What follows belongs to an exercise in optimizing a design on an open flow for small area, a short achievable clock period and few clock cycles per item; a production flow would make more cautious choices.
Where RTL was checked, it was by simulation tests only, not by an equivalence proof against the original.

before:
// cordic
module cordic (
    input  wire               clk,
    input  wire               rst_n,
    input  wire               start,
    input  wire signed [15:0] angle_in,
    output wire signed [15:0] cos_out,
    output wire signed [15:0] sin_out,
    output reg                done
);
For scale: about 52 I/O pins, ~6400 sq um of cells after synthesis.
clock: 7.0 ns
lec_check: 0
abc_area: 1
cap_margin: 20
core_margin: 2
core_utilization: 45
cts_buf_list: sky130_fd_sc_hd__clkbuf_4
cts_cluster_size: 20
setup_slack_margin: 3.75
slew_margin: 20
run.sh (not shown) runs the stock make flow with config.mk's settings and CLKGATE_MAP_FILE= SYNTH_SCRIPT=/design/flow/synth_recipe.tcl, a recipe that flattens the netlist after the stock synthesis.
No stage failed in before, and the final checks on the layout all came back clean.
What after does differently from before at the input level:
Settings: SETUP_SLACK_MARGIN now 3.85, was 3.75; CORE_UTILIZATION now 35, was 45.
==> comparison <==
Per the comparison of after with before, non-clock buffer count down 3, fraction of area in clock buffers and inverters down 0.41 points, die area grew by about 28%, final net count stayed essentially flat, met3 track demand over resource moved down. after ends up with higher area of the core than before does. Data required time at the worst endpoint down 0.04 ns in after wrt before. Number of instances on the worst hold path: after vs before identical.
Function was not checked in any run of this note: the RTL went through the layout flow alone.


build 85:
Another version of the RTL of cordic (not shown whole).
For scale: roughly 59 flip-flops, roughly 52 I/O pins.
Settings: LEC_CHECK=0, ABC_AREA=1, CAP_MARGIN=20, CORE_MARGIN=2, CORE_UTILIZATION=45, CTS_BUF_LIST=sky130_fd_sc_hd__clkbuf_4 sky130_fd_sc_hd__clkbuf_8, CTS_CLUSTER_SIZE=20, SETUP_SLACK_MARGIN=3.85, SLEW_MARGIN=20; clock period 7.0 ns.
Testbench counts of build 85, summed over its fixed seeds: cycles 24,008, items 1,600.
diff inputs: build 85 => build 73
# build 85
export LEC_CHECK = 0
export ABC_AREA = 1
export CAP_MARGIN = 20
export CORE_MARGIN = 2
export CORE_UTILIZATION = 45
export CTS_BUF_LIST = sky130_fd_sc_hd__clkbuf_4 sky130_fd_sc_hd__clkbuf_8
export CTS_CLUSTER_SIZE = 20
export SETUP_SLACK_MARGIN = 3.85
export SLEW_MARGIN = 20
create_clock -name core_clock -period 7.0 [get_ports {clk}]
# build 73
export LEC_CHECK = 0
export ABC_AREA = 1
export CAP_MARGIN = 20
export CORE_MARGIN = 2
export CORE_UTILIZATION = 45
export SETUP_SLACK_MARGIN = 3.7
export SLEW_MARGIN = 20
create_clock -name core_clock -period 7.0 [get_ports {clk}]
- Average vias per placed instance (build 73 over build 85): decrease, about 0.56%
- Build 73 finished every stage and its layout cleared the timing, design-rule and antenna checks.
- Build 85 -> build 73: critical path arrival flat
- Between build 85 and build 73, synthesis-to-finish area growth decreased.
- Diff build 73 and build 85: global placer's final weighted congestion higher in build 73
### build 73 -> build 21
# build 73
export LEC_CHECK = 0
export ABC_AREA = 1
export CAP_MARGIN = 20
export CORE_MARGIN = 2
export CORE_UTILIZATION = 45
export SETUP_SLACK_MARGIN = 3.7
export SLEW_MARGIN = 20
create_clock -name core_clock -period 7.0 [get_ports {clk}]
# build 21
export LEC_CHECK = 0
export ABC_AREA = 1
export CAP_MARGIN = 20
export CORE_MARGIN = 2
export CORE_UTILIZATION = 45
export CTS_BUF_LIST = sky130_fd_sc_hd__clkbuf_4
export CTS_CLUSTER_SIZE = 20
export SETUP_SLACK_MARGIN = 3.85
export SLEW_MARGIN = 20
create_clock -name core_clock -period 7.0 [get_ports {clk}]
Notes after the runs:
From build 73 to build 21 the numbers moved as follows: reg2reg setup slack rose 0.12 ns, final wirelength went up 310 µm, cell count of the worst hold path stayed essentially flat.
Build 21 vs build 73, data arrival time of the critical path went up by 0.04 ns.


cordic, a different RTL version from the one above (not shown whole).
For scale: ~920 cells after synthesis, roughly 52 I/O pins, about 6100 µm² of cells after synthesis.
==> flow/design.v (excerpt) <==
module cordic (
    input  wire               clk,
    input  wire               rst_n,
    input  wire               start,
    input  wire signed [15:0] angle_in,
    output wire signed [15:0] cos_out,
    output wire signed [15:0] sin_out,
    output reg                done
);
clock: 7.0 ns
lec_check: 0
abc_area: 1
cap_margin: 20
core_margin: 2
core_utilization: 55
setup_slack_margin: 3.5
slew_margin: 20
tns_end_percent: 5
Change:
Settings changed: SETUP_SLACK_MARGIN 3.5 to 4.0, TNS_END_PERCENT 5 to unset.
The new run completed without violations. Design area is higher by roughly a tenth. Clock-buffer cell count is lower by 1. Routed wire length is higher by roughly a tenth. Global-route usage is higher by 0.53 points. Non-clock buffer count is higher by 47. Synthesized cell count is unchanged. Worst setup slack improves by 0.0099 ns. First-iteration DRC count is higher by roughly a tenth. Cell count is higher by a few percent.
Change:
Settings changed: CORE_UTILIZATION 55 to 60, SETUP_SLACK_MARGIN 4.0 to 3.0.
Result: The changed run completed with no timing, DRC or antenna violations; non-clock buffer count is lower by 66; wire length fell by about 16%; die area went down by about 8%; critical path depth is lower by 2; global-route usage goes down by 0.17 points.
Function was not checked in any run of this note: the RTL went through the layout flow alone.


Another version of the RTL of cordic (not shown whole).
For scale: roughly 59 flip-flops, about 52 I/O pins, ~6500 um2 of cells after synthesis.
clock: 7.0 ns
lec_check: 0
abc_area: 1
cap_margin: 20
core_margin: 2
core_utilization: 45
cts_buf_list: sky130_fd_sc_hd__clkbuf_4
cts_cluster_diameter: 30
cts_cluster_size: 10
setup_slack_margin: 3.85
slew_margin: 20
The starting point finished with timing, DRC and antenna clean.
Testbench counts at the start, summed over its fixed seeds: cycles 24,008, items 1,600.
Change:
- CTS_CLUSTER_DIAMETER: 30 -> unset
- CTS_CLUSTER_SIZE: 10 -> 20
- SETUP_SLACK_MARGIN: 3.85 -> 3.92
The new run finished with timing, DRC and antenna clean.
Routed wire length climbs by 0.46%.
Final area came out higher by 0.53%.
First-iteration DRC count is higher by 0.47%.
Fmax decreases by 1.2%.
Hold slack stays flat.
Die area stays the same.
Change:
- CTS_BUF_LIST: sky130_fd_sc_hd__clkbuf_4 -> sky130_fd_sc_hd__clkbuf_2 sky130_fd_sc_hd__clkbuf_4
- CTS_CLUSTER_DIAMETER: unset -> 25
- CTS_CLUSTER_SIZE: 20 -> 8
- SETUP_SLACK_MARGIN: 3.92 -> 3.85
- setup slack improved by 0.035 ns
- worst hold slack is about the same
- via count is about the same
- wire length fell by 0.46%
- non-clock buffer count shrinks by 1
- count of clock-buffer cells in the layout stays the same
- fmax rises by 1.2%
Change:
- CTS_BUF_LIST: sky130_fd_sc_hd__clkbuf_2 sky130_fd_sc_hd__clkbuf_4 -> sky130_fd_sc_hd__clkbuf_4
- CTS_CLUSTER_DIAMETER: 25 -> unset
- CTS_CLUSTER_SIZE: 8 -> 20
=> Cell area stays the same; setup slack stays the same; final cell count does not change; wire length is unchanged; via count is unchanged; critical path depth is unchanged.
Change:
- SETUP_SLACK_MARGIN: 3.85 -> 3.8
Setup slack gets worse by 0.0068 ns. Sequential cell count stays the same. Sequential share of layout area is higher by 0.13 points. Via count is lower slightly. Die area is unchanged.
Change:
- CTS_BUF_LIST: sky130_fd_sc_hd__clkbuf_4 -> sky130_fd_sc_hd__clkbuf_8
- SETUP_SLACK_MARGIN: 3.8 -> 3.85
Outcome: Count of clock-buffer cells in the layout is unchanged. Die area does not change. Worst setup slack gets better by 0.020 ns. Fmax goes up by 0.66%. Final area rose by 0.58%. Via count came out higher by 0.72%.


cordic, a different RTL version from the one above (not shown whole).
For scale: roughly 900 cells after synthesis, about 6000 um2 of cells after synthesis.
Settings: LEC_CHECK=0, ABC_AREA=1, CAP_MARGIN=20, CORE_MARGIN=2, CORE_UTILIZATION=65, SETUP_SLACK_MARGIN=3.0, SLEW_MARGIN=20; clock period 7.0 ns.
The starting point finished with timing, DRC and antenna clean.
Testbench counts at the start, summed over its fixed seeds: cycles 24,008, items 1,600.
Rerun with:
Settings changed: SETUP_SLACK_MARGIN 3.0 to 4.0.
Effect: Setup slack gains 0.41 ns. Final area is higher by about a fifth. Final cell count is higher by a little under a tenth. Routed wire length is higher by well over a third. Die area stays the same.


RTL: one of the versions met above, not the one the previous note started from.
For scale: about 980 cells after synthesis, about 0.0061 sq mm of cells after synthesis.
==> flow/config.mk <==
export PLATFORM = sky130hd
export DESIGN_NAME = cordic
export DESIGN_NICKNAME = cordic
export VERILOG_FILES = /design/flow/design.v
export SDC_FILE = /design/flow/constraint.sdc
export NUM_CORES = 4
export LEC_CHECK = 0
export ABC_AREA = 1
export CAP_MARGIN = 20
export CORE_MARGIN = 2
export CORE_UTILIZATION = 55
export SETUP_SLACK_MARGIN = 3.85
export SLEW_MARGIN = 20
==> flow/constraint.sdc <==
create_clock -name core_clock -period 7.0 [get_ports {clk}]
set_input_delay 1.4000 -clock core_clock [delete_from_list [all_inputs] [get_ports {clk}]]
set_output_delay 1.4000 -clock core_clock [all_outputs]
set_load 0.01 [all_outputs]
Testbench counts at the start, summed over its fixed seeds: cycles 24,008, items 1,600.
Change:
Settings changed: CORE_UTILIZATION 55 to 45, CTS_BUF_LIST from default to sky130_fd_sc_hd__clkbuf_4 sky130_fd_sc_hd__clkbuf_8, SETUP_SLACK_MARGIN 3.85 to 3.7.
Clock-buffer cell count is lower by 2.
Cell area goes down by 3.0%.
Wire length drops by 8.4%.
Change:
Settings changed: CTS_BUF_LIST sky130_fd_sc_hd__clkbuf_4 sky130_fd_sc_hd__clkbuf_8 to sky130_fd_sc_hd__clkbuf_4, CTS_CLUSTER_SIZE from default to 20, SETUP_SLACK_MARGIN 3.7 to 4.0.
=> Clock-buffer cell count is higher by 1; final area grows by 11%; critical path depth goes up by 6; worst hold slack is better by 0.017 ns; core utilization went up by 6.3 points.
Change:
Settings changed: ABC_AREA 1 to default, CORE_UTILIZATION 45 to 55, CTS_BUF_LIST sky130_fd_sc_hd__clkbuf_4 to default, CTS_CLUSTER_SIZE 20 to default, SETUP_SLACK_MARGIN 4.0 to 3.5.
Maximum frequency fell by about a fifth.
Sequential share of layout area is higher by 2.3 points.
Die area came out lower by about a fifth.
Final cell count is lower by a quarter to a third.
Critical path depth goes down by 7.
Synthesized area shrinks by a few percent.
Non-clock buffer count decreases by 36.


RTL: one of the versions met above, not the one the previous note started from.
For scale: about 59 flip-flops, ~6500 um^2 of cells after synthesis.
export LEC_CHECK = 0
export ABC_AREA = 1
export CAP_MARGIN = 20
export CORE_MARGIN = 2
export CORE_UTILIZATION = 45
export CTS_BUF_LIST = sky130_fd_sc_hd__clkbuf_4 sky130_fd_sc_hd__clkbuf_8
export CTS_CLUSTER_SIZE = 20
export SETUP_SLACK_MARGIN = 3.85
export SLEW_MARGIN = 20
create_clock -name core_clock -period 7.0 [get_ports {clk}]
The baseline finished clean.
Testbench counts at the start, summed over its fixed seeds: cycles 24,008, items 1,600.
Change:
Settings changed: CTS_BUF_LIST sky130_fd_sc_hd__clkbuf_4 sky130_fd_sc_hd__clkbuf_8 to sky130_fd_sc_hd__clkbuf_8, SETUP_SLACK_MARGIN 3.85 to 3.92.
What happened: Wire length rises by 1.5%; non-clock buffer count grows by 5; count of clock-buffer cells in the layout is unchanged; first-iteration DRC count grows by 20%; design area rises by 1.5%; final cell count rises by 0.39%.


Setup of run A:
cordic with an RTL version that a note above also has.
clock: 7.0 ns
lec_check: 0
abc_area: 1
cap_margin: 20
core_margin: 2
core_utilization: 70
place_density: 0.8
setup_slack_margin: 3.5
slew_margin: 20
Testbench counts of run A, summed over its fixed seeds: cycles 24,008, items 1,600.
## Diff of input files: run B against run A
Settings: CORE_UTILIZATION: 70 -> 55; SETUP_SLACK_MARGIN: 3.5 -> 3.7; PLACE_DENSITY: 0.8 -> unset.
## What came out
Compared to run A, run B has layout overhead on the synthesized area 3.0 points higher. Relative to run A, the global-route met2 utilization of run B is lower by 12 points. Run B vs run A: global-route usage down. Delta (run B minus run A): post-route standard cell area excluding fillers went up, worst slack at placement went up. Relative to run A, wire length of the first global-routing pass has gone down in run B. Vertical extent of the die was lower in run A than in run B. Run comparison: run A end point of the critical path z[14]; run B end point of the critical path x[10]. When run B is measured against run A, its number of cells on the critical path turns out 4 higher. Per the comparison of run B with run A, total routed wire length on the met1 layer grew by 9.0%, final cell count without fillers moved up.
Modified inputs, run C compared to run B
Settings: CORE_UTILIZATION: 55 -> 45; CTS_BUF_LIST: unset -> sky130_fd_sc_hd__clkbuf_4; CTS_CLUSTER_SIZE: unset -> 20.
Notes after the runs:
Run C vs run B, end of the critical path: z[11] vs x[10]
The higher initial cell density of the core came out of run B.
Placed wire-length estimate: run C vs run B down 0.99%
Inputs modified between run C and run D:
Settings: SETUP_SLACK_MARGIN: 3.7 -> 3.5; CTS_CLUSTER_SIZE: 20 -> unset; CTS_BUF_LIST: sky130_fd_sc_hd__clkbuf_4 -> unset; CORE_UTILIZATION: 45 -> 55.
### Flow results
Run D: done, clean on timing, DRC and antenna. Comparing run C and run D, the lower via count normalized by instance count was measured on run C. Number of nets at the end of the flow in run D is 1.6% below run C. Global-route usage | run D above run C. Max post-cts repair resize count across run C and run D: run C. Total buffers and inverters traversed by the critical path: run C and run D compared, lower one is run C. Run D vs run C on global-route wire length before repair: run D is the higher one. Sequential share of layout area ends up higher on run D. | post-synthesis simple-gate area fraction | run D vs run C | ≈ equal |. Later-pin clock latency in the skew report down 0.12 ns in run D wrt run C.


Another version of the RTL of cordic (not shown whole).
Size: roughly 67 flip-flops.
// cordic
module cordic (
    input  wire               clk,
    input  wire               rst_n,
    input  wire               start,
    input  wire signed [15:0] angle_in,
    output wire signed [15:0] cos_out,
    output wire signed [15:0] sin_out,
    output reg                done
);
Settings: LEC_CHECK=0, ABC_CLOCK_PERIOD_IN_PS=3000, CAP_MARGIN=20, CORE_MARGIN=2, CORE_UTILIZATION=65, SLEW_MARGIN=20; clock period 7.0 ns.
Testbench counts at the start, summed over its fixed seeds: cycles 24,008, items 1,600.
Rerun with:
- ABC_CLOCK_PERIOD_IN_PS: 3000 -> default
- SETUP_SLACK_MARGIN: default -> 4.0
Outcome: Worst setup slack is better by 1100 ps; synthesized cell count does not change; hold slack gets worse by 3.9 ps; final cell count increases by 7.9%; global-route usage rises by 3.7 points.
Rerun with:
- SETUP_SLACK_MARGIN: 4.0 -> 3.0
=> Via count decreases by 8.3%; routed wire length decreases by 17%; sequential share of layout area increases by 2.0 points; first-iteration DRC count decreases by 45%; final area decreases by 11%.


## wip/amber
cordic with an RTL version that a note above also has.
Size: about 71 flip-flops, ~52 I/O pins, ~6100 µm² of cells after synthesis.
make LEC_CHECK=0 ABC_AREA=1 CAP_MARGIN=20 CORE_MARGIN=2 CORE_UTILIZATION=55 SETUP_SLACK_MARGIN=3.7 SLEW_MARGIN=20 finish   # period 7.0 ns
> inputs changed (wip/amber -> wip/ember)
--- a/flow/config.mk
+++ b/flow/config.mk
@@ -11,3 +11,3 @@
 export CORE_UTILIZATION = 55
-export SETUP_SLACK_MARGIN = 3.7
+export SETUP_SLACK_MARGIN = 3.5
 export SLEW_MARGIN = 20
[summary]
wip/ember ends up with a routed via count divided by cell count that is 1.5% lower than in wip/amber. Comparing sequential share of layout area for wip/amber and wip/ember, the smaller number came from wip/amber. Detailed-route wire length shrinks by a few percent when moving from wip/amber to wip/ember. wip/ember vs wip/amber: met3 capacity usage during global routing down in wip/ember. When the final numbers for wip/amber and wip/ember were put side by side, the final critical-path setup slack turned out to be smaller in wip/ember.
Function was not checked in any run of this note: the RTL went through the layout flow alone.

[port drivers added, routing unchanged]
No port has a modelled driver above. Below, the same layouts with a new extraction and two added sets of constraints.
Step 1: set_driving_cell puts a clkbuf_16 on clk and a buf_2 on each other input, an assumption about the parent block.
Step 2 times the ports against the registers' clock, not the clock port: input delays grow and output delays shrink by t, the midpoint of the rising clock arrivals with the driver on.
Three values: no drivers, after step 1, after step 2; two values: the first two.
run	t, ns	slack for setup (ns)	worst register clock-pin slew, ns
before	0.496	3.913 / 3.913 / 3.520	0.12 / 0.12
after	0.495	3.977 / 3.977 / 3.597	0.12 / 0.12
build 85	0.407	3.922 / 3.934 / 3.526	0.08 / 0.08
build 73	0.380	3.866 / 3.887 / 3.507	0.05 / 0.05
build 21	0.491	3.962 / 3.973 / 3.482	0.12 / 0.12
the first run of note 3	0.408	3.545 / 3.563 / 3.155	0.08 / 0.08
the second run of note 3	0.396	3.555 / 3.550 / 3.155	0.08 / 0.08
the third run of note 3	0.407	3.244 / 3.265 / 2.858	0.09 / 0.09
the first run of note 4	0.502	4.026 / 3.991 / 3.556	0.12 / 0.12
the second run of note 4	0.504	3.991 / 3.982 / 3.673	0.12 / 0.12
the third run of note 4	0.502	4.026 / 3.991 / 3.556	0.12 / 0.12
the fourth run of note 4	0.502	4.026 / 3.991 / 3.556	0.12 / 0.12
the fifth run of note 4	0.504	4.019 / 3.991 / 3.532	0.12 / 0.12
the sixth run of note 4	0.409	4.039 / 4.039 / 3.674	0.08 / 0.08
the first run of note 5	0.377	3.166 / 3.181 / 2.804	0.09 / 0.09
the second run of note 5	0.394	3.576 / 3.565 / 3.172	0.10 / 0.10
the first run of note 6	0.393	3.907 / 3.907 / 3.547	0.08 / 0.08
the second run of note 6	0.398	3.748 / 3.760 / 3.362	0.07 / 0.07
the third run of note 6	0.483	4.011 / 4.008 / 3.617	0.12 / 0.12
the fourth run of note 6	0.378	3.298 / 3.298 / 2.996	0.07 / 0.07
the first run of note 7	0.409	4.039 / 4.039 / 3.674	0.08 / 0.08
the second run of note 7	0.410	4.077 / 4.086 / 3.686	0.08 / 0.08
run A	0.382	3.390 / 3.405 / 3.023	0.08 / 0.08
run B	0.390	3.829 / 3.829 / 3.531	0.07 / 0.07
run C	0.495	3.838 / 3.849 / 3.354	0.11 / 0.11
run D	0.379	3.617 / 3.631 / 3.252	0.08 / 0.08
the first run of note 9	0.395	2.265 / 2.265 / 2.265	0.09 / 0.09
the second run of note 9	0.411	3.320 / 3.320 / 3.320	0.09 / 0.09
the third run of note 9	0.391	3.039 / 3.039 / 2.834	0.08 / 0.08
wip/amber	0.407	3.682 / 3.661 / 3.254	0.08 / 0.08
wip/ember	0.406	3.578 / 3.595 / 3.188	0.08 / 0.08
After both steps every run listed still meets setup and hold. The setup slack of the fifth run of note 4, which loses most, moves by -0.028 ns with the drivers and by -0.487 ns with both steps.
